This design comes from an exercise in tuning for a short achievable clock period and few clock cycles on the open sky130 flow, not from production work. Only simulation tests tie the RTL to the original design; equivalence was not proved. Power figures rest on the tool's default switching activity, not on a simulated workload.

// mips
module mips(
	input clk,
	input rst,
	output [31:0] imem_addr,
	input  [31:0] imem_rdata,
	output [31:0] dmem_addr,
	output [31:0] dmem_wdata,
	output dmem_we,
	output dmem_byte,
	input  [31:0] dmem_rdata
);
Size in the first run: about 4,100 cells after synthesis, roughly 160 I/O pins, about 0.063 mm^2 of cells after synthesis.
==> module mips, before the edit <==
module mips(
	input clk,
	input rst,
	output [31:0] imem_addr,
	input  [31:0] imem_rdata,
	output [31:0] dmem_addr,
	output [31:0] dmem_wdata,
	output dmem_we,
	output dmem_byte,
	input  [31:0] dmem_rdata
);
localparam [2:0] ALU_AND = 3'd0, ALU_OR = 3'd1, ALU_LT = 3'd4,
                 ALU_ADD = 3'd5, ALU_SUB = 3'd6, ALU_MOVE = 3'd7;
reg        rst_q;
reg [31:0] pc_r;
reg        wrE, ldE, byE, weE, beqE, bneE, c16E;
reg [4:0]  wdE;
reg [2:0]  opE;
reg [31:0] aE, bE, rtE, btE;
reg [15:0] alo16E, ahi1E;
reg [7:0]  neE;
wire vE = ~rst_q;
wire eqE    = ~|neE;
wire takenE = vE & ((beqE & eqE) | (bneE & ~eqE));
reg [31:0] alu_res;
always @(*) begin
	case (opE)
		ALU_OR:   alu_res = aE | bE;
		ALU_LT:   alu_res = {31'b0, (bE == 32'b0) | (aE < bE)};
		ALU_ADD:  alu_res = aE + bE;
		ALU_SUB:  alu_res = aE - bE;
		ALU_MOVE: alu_res = aE;
		default:  alu_res = aE & bE;
	endcase
end
wire [31:0] resE = ldE ? (byE ? {24'b0, dmem_rdata[7:0]} : dmem_rdata) : alu_res;
wire        wbE  = vE & wrE;
assign dmem_addr  = {c16E ? ahi1E : aE[31:16], alo16E};
assign dmem_wdata = rtE;
assign dmem_byte  = byE;
assign dmem_we    = weE & ~rst;
wire [1023:0] rf;
genvar gi;
generate
	for (gi = 0; gi < 32; gi = gi + 1) begin : g_rf
		reg [31:0] r;
		always @(posedge clk)
			if (wbE && wdE == gi)
				r <= resE;
		assign rf[gi*32 +: 32] = r;
	end
endgenerate
wire [31:0] fa  = rst_q ? 32'b0 : takenE ? btE : pc_r;
wire [31:0] fa4 = fa + 32'd4;
assign imem_addr = fa;
wire [31:0] ins = imem_rdata;
wire [5:0]  op  = ins[31:26];
wire [5:0]  fn  = ins[5:0];
wire [4:0]  rs  = ins[25:21];
wire [4:0]  rt  = ins[20:16];
wire [4:0]  rd  = ins[15:11];
wire [31:0] zimm = {16'b0, ins[15:0]};
wire is_r     = (op == 6'b000000);
wire is_move  = (op == 6'b100000);
wire is_andi  = (op == 6'b000100);
wire is_ori   = (op == 6'b000101);
wire is_slti  = (op == 6'b000111);
wire is_addi  = (op == 6'b000010);
wire is_subi  = (op == 6'b000011);
wire is_lw    = (op == 6'b001000);
wire is_lb    = (op == 6'b001001);
wire is_sw    = (op == 6'b010000);
wire is_sb    = (op == 6'b010001);
wire is_beq   = (op == 6'b100011);
wire is_bne   = (op == 6'b100111);
wire is_jump  = (op == 6'b111000) | (op == 6'b111001);
reg [2:0] fn_op;
always @(*) begin
	case (fn)
		6'b000100: fn_op = ALU_AND;
		6'b000101: fn_op = ALU_OR;
		6'b000111: fn_op = ALU_LT;
		6'b000010: fn_op = ALU_ADD;
		6'b000011: fn_op = ALU_SUB;
		6'b000000: fn_op = ALU_MOVE;
		default:   fn_op = ALU_AND;
	endcase
end
wire mem_op  = is_lw | is_lb | is_sw | is_sb;
wire use_imm = is_andi | is_ori | is_slti | is_addi | is_subi | mem_op;
wire [2:0] alu_op = (is_r | is_move)            ? fn_op   :
                    is_ori                      ? ALU_OR  :
                    is_slti                     ? ALU_LT  :
                    (is_addi | mem_op)          ? ALU_ADD :
                    (is_subi | is_beq | is_bne) ? ALU_SUB :
                                                  ALU_AND;
wire fwd_rs = wbE & (wdE == rs);
wire fwd_rt = wbE & (wdE == rt);
wire [31:0] rs_val = fwd_rs ? resE : rf[rs*32 +: 32];
wire [31:0] rt_val = fwd_rt ? resE : rf[rt*32 +: 32];
wire [16:0] alo = {1'b0, rs_val[15:0]} + {1'b0, ins[15:0]};
wire [31:0] dif = rs_val ^ rt_val;
wire [7:0]  ne;
generate
	for (gi = 0; gi < 8; gi = gi + 1) begin : g_ne
		assign ne[gi] = |dif[gi*4 +: 4];
	end
endgenerate
always @(posedge clk) begin
	rst_q <= rst;
	pc_r  <= is_jump ? {6'b0, ins[25:0]} : fa4;
	btE   <= fa4 + {14'b0, ins[15:0], 2'b00};
	beqE  <= is_beq;
	bneE  <= is_bne;
	wrE   <= ~(is_sw | is_sb);
	ldE   <= is_lw | is_lb;
	byE   <= is_lb | is_sb;
	weE   <= ~rst & (is_sw | is_sb);
	wdE   <= is_r ? rd : rt;
	opE   <= alu_op;
	aE    <= rs_val;
	bE    <= use_imm ? zimm : rt_val;
	rtE   <= rt_val;
	neE    <= ne;
	alo16E <= alo[15:0];
	c16E   <= alo[16];
	ahi1E  <= rs_val[31:16] + 16'd1;
end
endmodule
clock: 18.0 ns
lec_check: 0
abc_clock_period_in_ps: 3000
cap_margin: 20
core_margin: 2
core_utilization: 40
slew_margin: 20
standard.sh (not shown) runs the stock make flow with config.mk's settings and CLKGATE_MAP_FILE= SYNTH_SCRIPT=/design/flow/synth_recipe.tcl, a recipe that flattens the netlist after the stock synthesis.
==> flow/flow/run.sh <==
#!/bin/bash
# Own flow: the standard layout (standard.sh, unchanged synthesis), with
#  - the timing repair asked to leave SETUP_SLACK_MARGIN ns of setup slack on
#    the 18 ns clock, so that it shortens the critical paths instead of
#    stopping as soon as the 18 ns clock is met;
#  - the rst input and dmem_we output pins placed side by side.
# Each tool's output goes to a log file in this folder (ORFS's own logs stay
# under orfs/logs).
set -euo pipefail
here=$(pwd)
margin=${SETUP_MARGIN_NS:-10.5}
bash standard.sh \
  SETUP_SLACK_MARGIN=$margin \
  IO_CONSTRAINTS=$here/flow/io.tcl \
  finish > $here/orfs_make.log 2>&1
==> flow/flow/io.tcl <==
# Keep the reset input next to the store-enable output: dmem_we = weE & ~rst
# is the only path from an input straight to an output.
set_io_pin_constraint -group -order -pin_names {rst dmem_we}
The baseline went through all stages and came out clean.
Testbench counts at the start, summed over its fixed seeds: cycles 39,411.
Rerun with:
--- a/flow/design.v
+++ b/flow/design.v
@@ -1064,19 +1064,15 @@
 );
 localparam [2:0] ALU_AND = 3'd0, ALU_OR = 3'd1, ALU_LT = 3'd4,
                  ALU_ADD = 3'd5, ALU_SUB = 3'd6, ALU_MOVE = 3'd7;
 reg        rst_q;
 reg [31:0] pc_r;
-reg        wrE, ldE, byE, weE, beqE, bneE, c16E;
+reg        wrE, ldE, byE, weE;
 reg [4:0]  wdE;
 reg [2:0]  opE;
-reg [31:0] aE, bE, rtE, btE;
-reg [15:0] alo16E, ahi1E;
-reg [7:0]  neE;
+reg [31:0] aE, bE, rtE, addrE;
 wire vE = ~rst_q;
-wire eqE    = ~|neE;
-wire takenE = vE & ((beqE & eqE) | (bneE & ~eqE));
 reg [31:0] alu_res;
 always @(*) begin
 	case (opE)
 		ALU_OR:   alu_res = aE | bE;
 		ALU_LT:   alu_res = {31'b0, (bE == 32'b0) | (aE < bE)};
@@ -1086,11 +1082,11 @@
 		default:  alu_res = aE & bE;
 	endcase
 end
 wire [31:0] resE = ldE ? (byE ? {24'b0, dmem_rdata[7:0]} : dmem_rdata) : alu_res;
 wire        wbE  = vE & wrE;
-assign dmem_addr  = {c16E ? ahi1E : aE[31:16], alo16E};
+assign dmem_addr  = addrE;
 assign dmem_wdata = rtE;
 assign dmem_byte  = byE;
 assign dmem_we    = weE & ~rst;
 wire [1023:0] rf;
 genvar gi;
@@ -1101,11 +1097,11 @@
 			if (wbE && wdE == gi)
 				r <= resE;
 		assign rf[gi*32 +: 32] = r;
 	end
 endgenerate
-wire [31:0] fa  = rst_q ? 32'b0 : takenE ? btE : pc_r;
+wire [31:0] fa  = rst_q ? 32'b0 : pc_r;
 wire [31:0] fa4 = fa + 32'd4;
 assign imem_addr = fa;
 wire [31:0] ins = imem_rdata;
 wire [5:0]  op  = ins[31:26];
 wire [5:0]  fn  = ins[5:0];
@@ -1149,34 +1145,23 @@
                                                   ALU_AND;
 wire fwd_rs = wbE & (wdE == rs);
 wire fwd_rt = wbE & (wdE == rt);
 wire [31:0] rs_val = fwd_rs ? resE : rf[rs*32 +: 32];
 wire [31:0] rt_val = fwd_rt ? resE : rf[rt*32 +: 32];
-wire [16:0] alo = {1'b0, rs_val[15:0]} + {1'b0, ins[15:0]};
-wire [31:0] dif = rs_val ^ rt_val;
-wire [7:0]  ne;
-generate
-	for (gi = 0; gi < 8; gi = gi + 1) begin : g_ne
-		assign ne[gi] = |dif[gi*4 +: 4];
-	end
-endgenerate
+wire        eq    = (rs_val == rt_val);
+wire        taken = (is_beq & eq) | (is_bne & ~eq);
+wire [31:0] btgt  = fa4 + {14'b0, ins[15:0], 2'b00};
 always @(posedge clk) begin
 	rst_q <= rst;
-	pc_r  <= is_jump ? {6'b0, ins[25:0]} : fa4;
-	btE   <= fa4 + {14'b0, ins[15:0], 2'b00};
-	beqE  <= is_beq;
-	bneE  <= is_bne;
+	pc_r  <= is_jump ? {6'b0, ins[25:0]} : taken ? btgt : fa4;
 	wrE   <= ~(is_sw | is_sb);
 	ldE   <= is_lw | is_lb;
 	byE   <= is_lb | is_sb;
 	weE   <= ~rst & (is_sw | is_sb);
 	wdE   <= is_r ? rd : rt;
 	opE   <= alu_op;
 	aE    <= rs_val;
 	bE    <= use_imm ? zimm : rt_val;
 	rtE   <= rt_val;
-	neE    <= ne;
-	alo16E <= alo[15:0];
-	c16E   <= alo[16];
-	ahi1E  <= rs_val[31:16] + 16'd1;
+	addrE <= rs_val + zimm;
 end
 endmodule
After rerunning:
- The changed run completed without violations
- worst setup slack loses 440 ps
- via count rises by 13%
- final cell count came out higher by 9.1%
- die area increases by 0.78%
- area after synthesis is higher by about 0.8%
- core utilization came out higher by 2.3 points
- final area went up by 6.3%
- total power came out higher by about 1.6%
Testbench counts after the change, summed over its fixed seeds: cycles 39,411.

==> afterwards: timing with drivers on the ports <==
Ports are ideal in the flow. The routed layouts listed here were re-timed in OpenROAD.
Step 1 (the two cells are an assumption about what drives the block):
set clk [get_ports {clk}]
set_driving_cell -lib_cell sky130_fd_sc_hd__clkbuf_16 $clk
set_driving_cell -lib_cell sky130_fd_sc_hd__buf_2 [delete_from_list [all_inputs] $clk]
Step 2, shift: input delay + t, output delay - t, t = (earliest + latest rising clock arrival at the registers) / 2. This alone moves slack from input paths to output paths.
Slacks: ideal ports / drivers / drivers and shift; pairs: ideal ports / drivers.
| run | t, ns | slack for setup (ns) | latest minus earliest clock arrival (ns) | slew at the worst register clock pin (ns) | cell pins on the clock port's net |
|---|---|---|---|---|---|
| the first run | 0.863 | 10.501 / 10.460 / 9.729 | 0.040 / 0.039 | 0.08 / 0.08 | 1 |
| the second run | 0.867 | 10.061 / 9.744 / 8.877 | 0.040 / 0.041 | 0.07 / 0.07 | 1 |
After both steps setup and hold are still met in every run listed. For the second run, which loses most, drivers alone change the setup slack by -0.317 ns; drivers and shift together by -1.184 ns.
